Context: an optimization exercise on an open-source flow, tuned for small area, a short achievable clock period and few clock cycles per item. The choices shown serve that exercise and are no tape-out recipe.
Function was checked by simulation only, so behaviour that the tests miss may differ from the original.
Power is estimated from default activity; no workload was simulated.

// rank_order
module rank_order(
	input iClk,
	input iRst_n,
	input iValid,
	output oReady,
	input [3:0] iOrder,
	input [7:0] iNum1, iNum2, iNum3,
	input [7:0] iNum4, iNum5, iNum6,
	input [7:0] iNum7, iNum8, iNum9,
	output reg [7:0] oValue,
	output reg oValid
);
	assign oReady = 1'b1;
	wire [71:0] x = {iNum9, iNum8, iNum7, iNum6, iNum5, iNum4, iNum3, iNum2, iNum1};
	function ge8(input [7:0] a, input [7:0] b);
		reg cy; integer q;
		begin
			cy = 1'b1;
			for (q = 0; q < 8; q = q + 1) cy = (a[q] & ~b[q]) | (a[q] & cy) | (~b[q] & cy);
			ge8 = cy;
		end
	endfunction
	function [1:0] fa(input a, input b, input c);
		fa = {(a & b) | (a & c) | (b & c), a ^ b ^ c};
	endfunction
	function [2:0] pc7(input [6:0] v);
		reg [1:0] f0, f1, f2, f3;
		begin
			f0 = fa(v[0], v[1], v[2]);
			f1 = fa(v[3], v[4], v[5]);
			f2 = fa(f0[0], f1[0], v[6]);    
			f3 = fa(f0[1], f1[1], f2[1]);   
			pc7 = {f3[1], f3[0], f2[0]};
		end
	endfunction
	wire [80:0] ge_d;
	reg  [80:0] ge_q;
	genvar gi, gj;
	generate
		for (gi = 0; gi < 9; gi = gi + 1) begin : row
			for (gj = 0; gj < gi; gj = gj + 1) begin : col
				assign ge_d[9*gi+gj] = ge8(x[8*gi +: 8], x[8*gj +: 8]);
				always @(posedge iClk) ge_q[9*gi+gj] <= ge_d[9*gi+gj];
			end
		end
	endgenerate
	reg [71:0] x_q;
	reg [3:0] ord_q;
	reg vld_q;
	always @(posedge iClk) begin
		if (!iRst_n) vld_q <= 1'b0;
		else vld_q <= iValid;
		x_q <= x;
		ord_q <= iOrder;
	end
	wire [3:0] km1 = ord_q - 4'd1;
	wire [3:0] km2 = ord_q - 4'd2;
	wire [8:0] sel;
	wire [71:0] pick;
	generate
		for (gi = 0; gi < 9; gi = gi + 1) begin : rank
			wire [7:0] c;
			for (gj = 0; gj < 9; gj = gj + 1) begin : cb
				if (gj < gi) begin : lo
					assign c[gj] = ge_q[9*gi+gj];
				end else if (gj > gi) begin : hi
					assign c[gj-1] = ~ge_q[9*gj+gi];
				end
			end
			wire [3:0] p = {1'b0, pc7(c[6:0])};
  ...
export LEC_CHECK = 0
export CAP_MARGIN = 20
export CORE_MARGIN = 2
export CORE_UTILIZATION = 40
export CTS_BUF_LIST = sky130_fd_sc_hd__clkbuf_4 sky130_fd_sc_hd__clkbuf_8
export SETUP_SLACK_MARGIN = 2.2
export SLEW_MARGIN = 20
create_clock -name core_clock -period 5.0 [get_ports {iClk}]
standard.sh (not shown) runs the stock make flow with config.mk's settings and CLKGATE_MAP_FILE= SYNTH_SCRIPT=/design/flow/synth_recipe.tcl, a recipe that flattens the netlist after the stock synthesis.
==> flow/flow/run.sh <==
#!/bin/bash
# Standard ORFS layout with three changes: no full/half adder cells in synthesis
# (ABC maps that logic itself), plain buffers on the ports, and free cell swaps
# in repair.
set -euo pipefail
bash standard.sh ADDER_MAP_FILE= "BUFFER_PORTS_ARGS=-buffer_cell sky130_fd_sc_hd__buf_2" MATCH_CELL_FOOTPRINT=0 finish > standard.log 2>&1
The starting point passed the timing, design-rule and antenna checks.
Testbench counts at the start, summed over its fixed seeds: cycles 9,616, items 9,600.
Then changed:
==> flow/flow/run.sh (replaced) <==
#!/bin/bash
# Standard ORFS layout, with plain buffers on the ports and free cell swaps in repair.
set -euo pipefail
bash standard.sh "BUFFER_PORTS_ARGS=-buffer_cell sky130_fd_sc_hd__buf_2" MATCH_CELL_FOOTPRINT=0 finish > standard.log 2>&1
Sequential power stays flat.
Final cell count decreases by 8.7%.
Area after synthesis decreases by about 13%.
Register-to-register slack is worse by 230 ps.
Total power decreases by 0.33%.
Design area decreases by about 15%.
Wire length increases by 21%.

---

== v53 ==
Another version of the RTL of rank_order (not shown whole).
Size in the first run: ~950 cells after synthesis, ~140 flip-flops, about 89 I/O pins.
export LEC_CHECK = 0
export CAP_MARGIN = 20
export CORE_MARGIN = 2
export CORE_UTILIZATION = 40
export CTS_BUF_LIST = sky130_fd_sc_hd__clkbuf_4 sky130_fd_sc_hd__clkbuf_8
export SETUP_SLACK_MARGIN = 2.0
export SLEW_MARGIN = 20
create_clock -name core_clock -period 5.0 [get_ports {iClk}]
==> flow/flow/run.sh <==
#!/bin/bash
# Standard ORFS layout (the standard.sh) with three changes:
#  - synthesis is the standard flow's own script, except that the final ABC mapping uses
#    flow/abc_delay.script (delay-targeted mapping) instead of ORFS's speed script;
#  - the port buffers are plain buf_2 cells;
#  - repair may swap cells across footprints.
set -euo pipefail
work=$(pwd)
export MY_ABC_SCRIPT=$work/flow/abc_delay.script
export FLOW_SYNTH_TCL=$work/synth_recipe.tcl
bash standard.sh "SYNTH_SCRIPT=$work/flow/synth.tcl" \
  "BUFFER_PORTS_ARGS=-buffer_cell sky130_fd_sc_hd__buf_2" MATCH_CELL_FOOTPRINT=0 \
  finish > standard.log 2>&1
==> flow/flow/abc_delay.script <==
strash
dch
map -D 1500
topo
buffer -c
upsize -c -D 1500
dnsize -c -D 1500
==> flow/flow/synth.tcl <==
# The standard flow's synthesis script, with the final ABC call pointed at our own ABC script.
proc abc {args} {
  set i [lsearch -exact $args -script]
  if {$i >= 0} { lset args [expr {$i + 1}] $::env(MY_ABC_SCRIPT) }
  yosys abc {*}$args
}
source $::env(FLOW_SYNTH_TCL)
v53 reached the end of the flow, and the finished layout is clean on the timing, design-rule and antenna checks.
Testbench counts of v53, summed over its fixed seeds: cycles 9,616, items 9,600.
[inputs] v17 vs v53
diff --git a/flow/flow/run.sh b/flow/flow/run.sh
--- a/flow/flow/run.sh
+++ b/flow/flow/run.sh
@@ -10,4 +10,4 @@
 export FLOW_SYNTH_TCL=$work/synth_recipe.tcl
 bash standard.sh "SYNTH_SCRIPT=$work/flow/synth.tcl" \
-  "BUFFER_PORTS_ARGS=-buffer_cell sky130_fd_sc_hd__buf_2" MATCH_CELL_FOOTPRINT=0 \
+  "BUFFER_PORTS_ARGS=-buffer_cell sky130_fd_sc_hd__buf_1" MATCH_CELL_FOOTPRINT=0 \
   finish > standard.log 2>&1
diff --git a/flow/config.mk b/flow/config.mk
--- a/flow/config.mk
+++ b/flow/config.mk
@@ -8,6 +8,6 @@
 export CAP_MARGIN = 20
 export CORE_MARGIN = 2
-export CORE_UTILIZATION = 40
+export CORE_UTILIZATION = 55
 export CTS_BUF_LIST = sky130_fd_sc_hd__clkbuf_4 sky130_fd_sc_hd__clkbuf_8
-export SETUP_SLACK_MARGIN = 2.0
+export SETUP_SLACK_MARGIN = 2.2
 export SLEW_MARGIN = 20
## What came out
- v17 ended with every stage complete and zero timing, DRC or antenna violations.
- Between v53 and v17, the difference in post-detailed-route count of antenna-violating nets is negligible.
- Per the comparison of v17 with v53, count of buffers added by post-CTS timing repair for setup increased by 3 relative to the old numbers; total chip power increased by 0.74% relative to the old numbers; sequential share of layout area decreased by 0.24 points relative to the old numbers.
- On die area: between v53 and v17, it ends up lower for v17.
- Run comparison: v17 type of the worst setup path in2reg; v53 type of the worst setup path reg2reg
- On timing-limited maximum frequency, v17 does worse than v53.
- The slack of the critical path reported for v17 is smaller than that of v53 by 0.020 ns.
- In the flow results for v53 and v17, the net count of the finished layout is larger on v17.
- Time the final worst path needs with I/O delays and setup is higher on v17
Input changes introduced in v50 (baseline for comparison: v17):
diff --git a/flow/flow/run.sh b/flow/flow/run.sh
--- a/flow/flow/run.sh
+++ b/flow/flow/run.sh
@@ -10,4 +10,4 @@
 export FLOW_SYNTH_TCL=$work/synth_recipe.tcl
 bash standard.sh "SYNTH_SCRIPT=$work/flow/synth.tcl" \
-  "BUFFER_PORTS_ARGS=-buffer_cell sky130_fd_sc_hd__buf_1" MATCH_CELL_FOOTPRINT=0 \
+  "BUFFER_PORTS_ARGS=-buffer_cell sky130_fd_sc_hd__buf_2" MATCH_CELL_FOOTPRINT=0 \
   finish > standard.log 2>&1
diff --git a/flow/config.mk b/flow/config.mk
--- a/flow/config.mk
+++ b/flow/config.mk
@@ -8,6 +8,8 @@
 export CAP_MARGIN = 20
 export CORE_MARGIN = 2
-export CORE_UTILIZATION = 55
+export CORE_UTILIZATION = 40
 export CTS_BUF_LIST = sky130_fd_sc_hd__clkbuf_4 sky130_fd_sc_hd__clkbuf_8
-export SETUP_SLACK_MARGIN = 2.2
+export CTS_CLUSTER_DIAMETER = 60
+export CTS_CLUSTER_SIZE = 30
+export SETUP_SLACK_MARGIN = 2.0
 export SLEW_MARGIN = 20
## What came out
- v50 went all the way through the flow, and no timing, DRC or antenna check failed.
- [compare] base=v17 new=v50: non-clock buffer count in the final layout fell by 18, share of the cycle needed by the critical path after routing fell by 0.41 points, die area rose by about 36%.
- Wire length: v50 lower than v17
- v50 against v17: share of cell area taken by multi-input logic gates down 0.37 points, largest fanout on the critical path down 1.
### v50 -> v4
==> flow/flow/abc_delay.script <==
strash
dch
map -D 1500
topo
diff --git a/flow/config.mk b/flow/config.mk
--- a/flow/config.mk
+++ b/flow/config.mk
@@ -10,6 +10,4 @@
 export CORE_UTILIZATION = 40
 export CTS_BUF_LIST = sky130_fd_sc_hd__clkbuf_4 sky130_fd_sc_hd__clkbuf_8
-export CTS_CLUSTER_DIAMETER = 60
-export CTS_CLUSTER_SIZE = 30
 export SETUP_SLACK_MARGIN = 2.0
 export SLEW_MARGIN = 20
==> run summary <==
- Critical path depth was higher in v4 than in v50.
- v50 reports its endpoint of the most critical setup path as oValue[0]$_DFF_P_ while v4 reports cs_q[6][3]$_DFF_P_.
- v4: PASS, flow complete, no timing, DRC or antenna violations
- Looking at power of the clock network across both flows, v4 is the weaker of the two, with v50 ahead.
- On area of all sequential standard cells, v50 and v4 are neck and neck.
- v4 against v50: fraction of area in registers closely matched the old numbers, hold slack decreased by 0.0054 ns relative to the old numbers, routed wire length decreased by about 3.3% relative to the old numbers, power after layout increased by 2.0% relative to the old numbers.

[port drivers added, routing unchanged]
Ports are ideal in the flow. The routed layouts listed here were re-timed in OpenROAD.
Step 1, drivers: a clkbuf_16 drives iClk and a buf_2 each remaining input, both assumed.
Step 2 also shifts input and output timing later by t, the mid clock arrival at the registers, as if the neighbouring blocks saw the same clock.
Slacks: ideal ports / drivers / drivers and shift; pairs: ideal ports / drivers.
run	t (ns)	setup WS [ns]	clock arrival spread, ns	worst register clock-pin slew, ns	cell pins on the clock port's net
the first run of note 1	0.492	2.199 / 2.197 / 1.705	0.022 / 0.022	0.10 / 0.10	1
the second run of note 1	0.483	2.045 / 2.045 / 1.839	0.017 / 0.017	0.09 / 0.09	1
v53	0.499	2.225 / 2.225 / 1.753	0.009 / 0.009	0.08 / 0.08	1
v17	0.498	2.204 / 2.224 / 1.726	0.015 / 0.015	0.09 / 0.09	1
v50	0.499	2.225 / 2.225 / 1.753	0.009 / 0.009	0.08 / 0.08	1
v4	0.502	2.149 / 2.175 / 1.672	0.012 / 0.013	0.09 / 0.09	1
After both steps every run listed still meets setup and hold. The setup slack of the first run of note 1, which loses most, moves by -0.002 ns with the drivers and by -0.494 ns with both steps.
